This design comes from an exercise in tuning for small area, a short achievable clock period and few clock cycles per item on the open sky130 flow, not from production work.
In this exercise RTL edits were held to simulation tests only and were not proved equivalent to the original.
Power is estimated from default activity; no workload was simulated.

==> design.v <==
module display (
    input  logic [3:0] data,
    output logic [7:0] segments
);
    always_comb begin
        case (data)
            4'b0000: segments = 8'b11111100;  
            4'b0001: segments = 8'b01100000;  
            4'b0010: segments = 8'b11011010;  
            4'b0011: segments = 8'b11110010;  
            4'b0100: segments = 8'b01100110;  
            4'b0101: segments = 8'b10110110;  
            4'b0110: segments = 8'b10111110;  
            4'b0111: segments = 8'b11100000;  
            4'b1000: segments = 8'b11111110;  
            4'b1001: segments = 8'b11100110;  
            default: segments = 8'b00000000;
        endcase
    end
endmodule
module control (
    input  logic [3:0]  position,
    input  logic [3:0]  digit,
    input  logic        clock,
    input  logic        reset,
    output logic [63:0] segments_out
);
    logic [31:0] display_digits;
    always_ff @(posedge clock or posedge reset) begin
        if (reset) begin
            display_digits <= 32'd0;
        end else begin
            case (position)
                4'b0000: display_digits[3:0]   <= digit;
                4'b0001: display_digits[7:4]   <= digit;
                4'b0010: display_digits[11:8]  <= digit;
                4'b0011: display_digits[15:12] <= digit;
                4'b0100: display_digits[19:16] <= digit;
                4'b0101: display_digits[23:20] <= digit;
                4'b0110: display_digits[27:24] <= digit;
                4'b0111: display_digits[31:28] <= digit;
                default: display_digits        <= 32'd0;
            endcase
        end
    end
    genvar i;
    generate
        for (i = 0; i < 8; i = i + 1) begin : g_disp
            display d (
                .data(display_digits[4*i+3:4*i]),
                .segments(segments_out[8*i+7:8*i])
            );
        end
    endgenerate
endmodule
module calculadora (
    input logic [3:0] cmd,
    input logic clock,
    input logic reset,
    output logic [1:0] status,
    output logic [3:0] data,    
    output logic [2:0] position,
    output logic [31:0] result
);
    localparam logic [3:0]
        DIG_MIN   = 4'b0000, 
        DIG_MAX   = 4'b1001, 
        CMD_PLUS  = 4'b1010, 
        CMD_MINUS = 4'b1011, 
        CMD_MUL   = 4'b1100, 
        CMD_RES   = 4'b1110, 
        CMD_CLR   = 4'b1111; 
    typedef enum logic [2:0] {IDLE, IN_A, OP, IN_B, COMPUTE, DONE, ERROR} state_t;
    state_t state, next;
    logic [31:0] op_a;  
    logic [31:0] op_b;  
    logic [31:0] acc;
    logic [31:0] mul_cnt;
    logic [3:0]  op_sel;
    logic [3:0] nA; 
    logic [3:0] nB; 
    logic       inB; 
    logic [3:0] calc_data_out;
    logic [2:0] calc_position_out;
    assign data = calc_data_out;
    assign position = calc_position_out;  
    assign result = acc;
    always_ff @(posedge clock or posedge reset) begin
        if (reset) begin
            state  <= IDLE;
            op_a   <= 0; nA <= 0;
            op_b   <= 0; nB <= 0;
            inB    <= 0;
            acc    <= 0;
            mul_cnt<= 0;
            op_sel <= 0;  
            calc_data_out <= 4'd0;
            calc_position_out <= 3'd0;  
        end else begin
            state <= next;
            case (state)
                IDLE:
                    if (cmd >= DIG_MIN && cmd <= DIG_MAX) begin
                        op_a <= cmd;
                        nA   <= 1;  
                        calc_data_out <= cmd;
                        calc_position_out <= 3'd0;
                    end
                IN_A:
                    if (cmd >= DIG_MIN && cmd <= DIG_MAX) begin
                        if (nA < 8) begin
                            op_a <= op_a * 10 + cmd;
                            nA   <= nA + 1;
                            calc_data_out <= cmd;
                            calc_position_out <= nA[2:0];
                        end else begin
                        end
                    end else if (cmd == CMD_PLUS || cmd == CMD_MINUS || cmd == CMD_MUL) begin
                        op_sel <= cmd;
                        inB    <= 0;
                        op_b   <= 0; nB <= 0;
                        calc_data_out <= CMD_CLR;
                        calc_position_out <= 3'd0;
                    end else if (cmd == CMD_CLR) begin
                         calc_position_out <= 3'd0;
                    end
                OP:
                    if (cmd >= DIG_MIN && cmd <= DIG_MAX) begin
                        inB <= 1;
                        op_b <= cmd;
                        nB   <= 1;
                        calc_data_out <= cmd;
                        calc_position_out <= 3'd0;
                    end else if (cmd == CMD_CLR) begin
                         calc_data_out <= CMD_CLR;
                         calc_position_out <= 3'd0;
                    end else if (cmd == CMD_PLUS || cmd == CMD_MINUS || cmd == CMD_MUL) begin
                        op_sel <= cmd;
                         calc_data_out <= cmd;
                         calc_position_out <= 3'd0;
                    end
                IN_B:
                    if (cmd >= DIG_MIN && cmd <= DIG_MAX) begin
                        if (nB < 8) begin
                            op_b <= op_b * 10 + cmd;
                            nB   <= nB + 1;
                             calc_data_out <= cmd;
                             calc_position_out <= nB[2:0];
                        end else begin
                        end
                    end else if (cmd == CMD_RES) begin
                         if (op_sel == CMD_PLUS) begin
                             acc <= op_a + op_b;
                         end else if (op_sel == CMD_MINUS) begin
                             acc <= (op_a >= op_b ? op_a - op_b : 32'hFFFFFFFF);  
                         end else if (op_sel == CMD_MUL) begin
                             acc <= 0;  
                             mul_cnt <= op_b;  
                         end
                    end else if (cmd == CMD_CLR) begin
                        op_b <= 0; nB <= 0; inB <= 0;
                         calc_data_out <= CMD_CLR;  
                         calc_position_out <= 3'd0;
                    end
                COMPUTE:
                    if (mul_cnt > 0) begin
                        acc <= acc + op_a;        
                        mul_cnt <= mul_cnt - 1;   
                    end
                DONE:
                    if (cmd == CMD_CLR) begin
                         calc_data_out <= CMD_CLR;  
                         calc_position_out <= 3'd0;
                    end else if (cmd >= DIG_MIN && cmd <= DIG_MAX) begin
                    end
                ERROR:
                    if (cmd == CMD_CLR) begin
                         calc_data_out <= CMD_CLR;  
                         calc_position_out <= 3'd0;
                    end
            endcase
        end
    end
    always_comb begin
        next = state;
        case (state)
            IDLE:    if (cmd >= DIG_MIN && cmd <= DIG_MAX) next = IN_A;  
            IN_A:    if (cmd == CMD_PLUS || cmd == CMD_MINUS || cmd == CMD_MUL) next = OP;  
                     else if (cmd >= DIG_MIN && cmd <= DIG_MAX && nA == 8) next = ERROR;  
                     else if (cmd == CMD_CLR) next = IDLE;  
            OP:      if (cmd >= DIG_MIN && cmd <= DIG_MAX) next = IN_B;  
                     else if (cmd == CMD_CLR) next = IDLE;  
                     else if (cmd == CMD_RES) next = ERROR;  
            IN_B:    if (cmd == CMD_RES)  
                         next = (op_sel == CMD_MUL ? COMPUTE : DONE);  
                     else if (cmd >= DIG_MIN && cmd <= DIG_MAX && nB == 8) next = ERROR;  
                     else if (cmd == CMD_CLR) next = OP;  
            COMPUTE: if (mul_cnt == 32'd0) next = DONE;  
            DONE:    if (cmd == CMD_CLR || (cmd >= DIG_MIN && cmd <= DIG_MAX)) next = IDLE;  
            ERROR:   if (cmd == CMD_CLR) next = IDLE;  
        endcase
    end
    always_comb begin
        case (state)
            IDLE, IN_A, OP, IN_B, DONE:
                status = 2'd0;  
            COMPUTE:
                status = 2'd1;  
            ERROR:
                status = 2'd2;  
            default:
                status = 2'd2;
        endcase
    end
endmodule
module calculadora_top (
    input logic clock,       
    input logic reset,       
    input logic [3:0] cmd,   
    output logic [1:0] status,
    output logic [3:0] data,
    output logic [3:0] position,
    output logic [63:0] segments,
    output logic [31:0] result   
);
    logic [1:0] calc_status;
    logic [3:0] calc_data;
    logic [2:0] calc_position_3bit;
    logic [3:0] ctrl_position_in;
    logic [3:0] ctrl_digit_in;
    logic [63:0] display_segments_from_control;
    calculadora dut_calculadora (
        .clock(clock),
        .reset(reset),
        .cmd(cmd),
        .status(calc_status),
        .data(calc_data),
        .position(calc_position_3bit),
        .result(result)
    );
    assign ctrl_digit_in = calc_data;
    assign ctrl_position_in = {1'b0, calc_position_3bit};
    control dut_control (
        .clock(clock),
        .reset(reset),
        .position(ctrl_position_in),
        .digit(ctrl_digit_in),
        .segments_out(display_segments_from_control)
    );
    assign status = calc_status;
    assign data = calc_data;
    assign position = ctrl_position_in;
    assign segments = display_segments_from_control;
endmodule
==> run.sh <==
#!/bin/bash
# synth_recipe.tcl (not shown) runs the flow's synth.tcl, then flattens the netlist and writes it again
# the make line also repeats each setting of config.mk as NAME=value (left out here)
make -C /OpenROAD-flow-scripts/flow DESIGN_CONFIG=/design/flow/config.mk WORK_HOME=/design/flow/orfs CLKGATE_MAP_FILE= SYNTH_SCRIPT=/design/flow/synth_recipe.tcl finish
==> config.mk <==
export PLATFORM = sky130hd
export DESIGN_NAME = calculadora_top
export DESIGN_NICKNAME = calculadora_top
export VERILOG_FILES = /design/flow/design.v
export SDC_FILE = /design/flow/constraint.sdc
export NUM_CORES = 4
export LEC_CHECK = 0
export CAP_MARGIN = 20
export CORE_MARGIN = 2
export CORE_UTILIZATION = 40
export PLACE_DENSITY = 0.6
export SLEW_MARGIN = 20
==> constraint.sdc <==
create_clock -name core_clock -period 5.0 [get_ports {clock}]
set_input_delay 1.0000 -clock core_clock [delete_from_list [all_inputs] [get_ports {clock}]]
set_output_delay 1.0000 -clock core_clock [all_outputs]
set_load 0.01 [all_outputs]
==> run summary <==
==> cells by family (layout without fill, tap and decap cells) <==
logic type / Yosys count / after routing / share of synthesized area [%]
flip-flops: 182 / 182 / 21.9
AND/OR/NAND/NOR: 857 / 857 / 20.2
XOR/XNOR: 160 / 160 / 6.73
AO/OA/AOI/OAI: 914 / 914 / 27.2
adder cells (fa/ha/maj): 270 / 270 / 16.5
multiplexers: 35 / 35 / 1.87
other: 1 / 9 / 0.0180
buffers and inverters: 293 / 316 / 5.67
==> flip-flops by register name, summed over array words and instances, names as in the netlist, 4 cells and up <==
register,cells
dut_calculadora.acc,32
dut_calculadora.calc_data_out,4
dut_calculadora.mul_cnt,32
dut_calculadora.nA,4
dut_calculadora.nB,4
dut_calculadora.op_a,32
dut_calculadora.op_b,32
dut_calculadora.op_sel,4
dut_control.display_digits,32
==> synthesized netlist by cell type (17+ instances only) <==
cell	n	area [um^2]
nor2b_1	37	231
inv_1	149	559
clkbuf_1	105	394
a31oi_1	29	181
o211ai_1	20	150
xnor2_1	98	858
and3_1	21	131
mux2_2	22	248
o21bai_1	23	173
o21a_1	20	150
or2_2	17	106
nand2b_1	31	194
nand3_1	61	305
a21o_1	50	375
a21oi_1	256	1280
o21ai_0	270	1350
nor4_1	33	206
nand2_1	227	852
o31ai_1	26	195
xor2_1	62	543
a211oi_1	35	263
nor3_1	75	375
nand4_1	32	200
a22oi_1	20	150
nor2_1	232	871
dfrtp_1	182	4550
or3_1	22	138
ha_1	263	3290
buf_2	20	100
==> cell type report <==
class / instances / area [um^2] / area share (%)
clock buffers: 18 / 429 / 1.87
inverters: 150 / 567 / 2.47
clock inverters: 12 / 145 / 0.632
flip-flops and latches: 182 / 4550 / 19.8
multi-input cells: 2245 / 15100 / 65.9
well taps: 680 / 851 / 3.70
repair buffers: 136 / 1290 / 5.61
==> path summary, 6_finish.rpt <==
path	start	to	cells after the start
min in group asynchronous	reset	dut_control.display_digits[14]$_DFFE_PP0N_	2
hold / removal	dut_calculadora.mul_cnt[12]$_DFFE_PP0P_	dut_calculadora.mul_cnt[12]$_DFFE_PP0P_	2
setup reg to reg	dut_calculadora.op_a[1]$_DFFE_PP0P_	dut_calculadora.op_a[28]$_DFFE_PP0P_	14
hold reg to reg	dut_calculadora.mul_cnt[12]$_DFFE_PP0P_	dut_calculadora.mul_cnt[12]$_DFFE_PP0P_	2
max in group asynchronous	reset	dut_calculadora.op_b[29]$_DFFE_PP0P_	3
setup / recovery	dut_calculadora.op_a[1]$_DFFE_PP0P_	dut_calculadora.op_a[28]$_DFFE_PP0P_	14
==> power breakdown <==
| group | switching [mW] | internal [mW] |
|---|---|---|
| clock network | 0.641 | 0.741 |
| registers | 0.897 | 1.94 |
| logic | 5.32 | 3.96 |
==> worst max-delay path: stages, from the launching register on <==
cell	delay, ps
dfrtp_1	520
ha_1	350
ha_1	190
inv_1	60
fa_1	390
nand2b_1	210
a21oi_2	270
o31ai_1	220
a2111o_1	430
a211oi_1	240
nand4_1	190
or3_1	410
or4_1	570
xnor2_1	180
o21ai_1	80
==> metal layers <==
metal / part of all wire (%) / global-route usage, % / vias to the layer above / wire length (um)
li1: - / - / 9910 / -
met1: 47 / 33.3 / 9746 / 30800
met2: 46 / 40.5 / 600 / 30500
met3: 5.1 / 2.66 / 80 / 3350
met4: 2.0 / 6.73 / 0 / 1330
met5: 0 / 0 / - / 0
==> cells in the final DEF, fill, tap and decap left out, drive strengths merged, types with 37 or more instances in the layout <==
cell / netlist / layout
nor3: 77 / 77
a21o: 50 / 50
xnor2: 98 / 98
nor2b: 37 / 37
nor2: 232 / 232
clkdlybuf4s50: 0 / 102
a21oi: 258 / 258
xor2: 62 / 62
ha: 263 / 263
o21ai: 284 / 284
dfrtp: 182 / 182
nand2: 227 / 227
nand3: 61 / 61
inv: 149 / 153
==> timing repair <==
action,in CTS,in global routing
setup endpoints to repair,0,3
hold buffers,0,0
gates resized for setup,0,1
==> stage by stage <==
step / hold WS [ps] / setup WS (ps)
CTS: 490 / 327
floorplan: 441 / 1170
global route: 523 / 156
detailed placement: 473 / 350
global placement: 459 / 445
finish: 483 / 522
==> parameters.txt <==
Parameter                              Value

Outcome
  Run status    finished clean

Worst setup path
  Slack of the worst reg-to-reg path    520 ps
  Kind of critical path    reg2reg
  Required time of the critical path    5310 ps
  Critical Path Start Type    register
  Max FO, Critical Path    8
  CP Data Arrival Time    4790 ps
  CP Capture Type    register

Yosys
  Part of the Yosys area used for sequential elements    21.9%
  Post-Synthesis Mean Instance Area    7.68 um^2
  Main flop type after synthesis    dfrtp_1
  Number of warning messages in the yosys log    3
  FF+latch count, synth    182
  Synthesized instance count    2,712
  EDFF count, synth    0
  Fraction of registers with async set or reset after synthesis    100%
  Post-Syn Area    0.0208 mm^2
  Count of different cell masters after synthesis    92

Route
  Drt total wl    66,000 um
  Wirelength per Cell    19.3 um
  Routed vias    20.3k
  Pre-antenna DRT Iters    6
  Antenna Nets Post-Route    0
  Routed via count divided by cell count    5.94
  Final routed DRC violation total    0
  Count of routing violations after the opening detailed-route iteration    1,918

Floorplanning
  Area inside the core boundary    0.0514 mm^2
  I/O Pins    112
  Die Ht    232 um
  Total number of placement rows    83
  Die footprint    0.0539 mm^2
  Horizontal die dimension    232 um
  Initial core utilization    40.5%

GRT
  Total overflow reported by the global router    0
  Overall global routing resource usage    24.3%
  Number of global-route vias before repair    19.1k
  Maximum number of pins on one net before global-route repair    174
  Global-route wire length before repair    105,000 um
  Initial antenna violation count    0

STA
  Final cycle utilization of the critical path    89.6%
  Hold Vio Cnt, Final    0
  Setup Skew    15.6 ps
  Minimum clock period after layout    4480 ps
  Final number of max-transition violations    0
  Max-slew headroom    28.1%
  Unrepaired setup endpoints after global routing    false
  Maximum operating frequency    223 MHz
  Final setup violation count    0
  Sum of negative setup slack    0 ps
  Worst-margin pin slew    1070 ps

Final layout
  Non-filler instance count after layout    3,423
  Proportion of layout cells with a drive suffix above 1    4.78%
  Non-Filler Cell Area, Final    0.0230 mm^2
  Count of inserted antenna diode cells    0
  Fillers    5,141
  Post-layout net count    3,008
  Layout Area Growth over Synthesis    10.3%
  Final core area utilization    44.7%

Place
  Final HPWL from detailed placement    52,500 um
  Post-Place Cell Area    0.0224 mm^2
  Placed Cells    3,393
  Global placer's final weighted congestion    0.941
  Port buffer count    102

Clocking
  CTS tree    done
  Inserted Clock Buffers    17
  Clock transition at the registers of the reported paths    70 ps
  Post-CTS setup buffers    0
  Number of H-tree levels    4
  Cell at the root of the clock tree    clkbuf_16
  Largest buffer count on any clock path    2
  Sinks on the clock net    182
  Worst-Skew Late Latency    470 ps

Power
  Maximum ir drop on the vdd rail    0.253 mV
  PwrDens    588 mW/mm^2
  Leakage power    10.2 nW
  Overall power    13.5 mW

Hold path
  Worst hold-check path type    reg2reg

Flow run
  Max-cap violations    0
Testbench counts, summed over its fixed seeds: cycles 857,230, ops 1,600.

afterwards: timing with drivers on the ports:
How much do the figures lean on ideal ports? The routed layout below was timed once more, with nothing changed but the port constraints.
Step 1: set_driving_cell puts a clkbuf_16 on clock and a buf_2 on each other input, an assumption about the parent block.
Step 2, shift: input delay + t, output delay - t, t = (earliest + latest rising clock arrival at the registers) / 2. This alone moves slack from input paths to output paths.
a / b / c = ideal / step 1 / step 2; a / b = the first two.
shift t [ns]: 0.512
slack for setup (ns): 0.522 / 0.522 / 0.439
hold WS [ns]: 0.483 / 0.483 / 0.483
slew at the worst register clock pin (ns): 0.08 / 0.08
After both steps this run still meets setup and hold. The setup slack of this run moves by 0.000 ns with the drivers and by -0.083 ns with both steps.
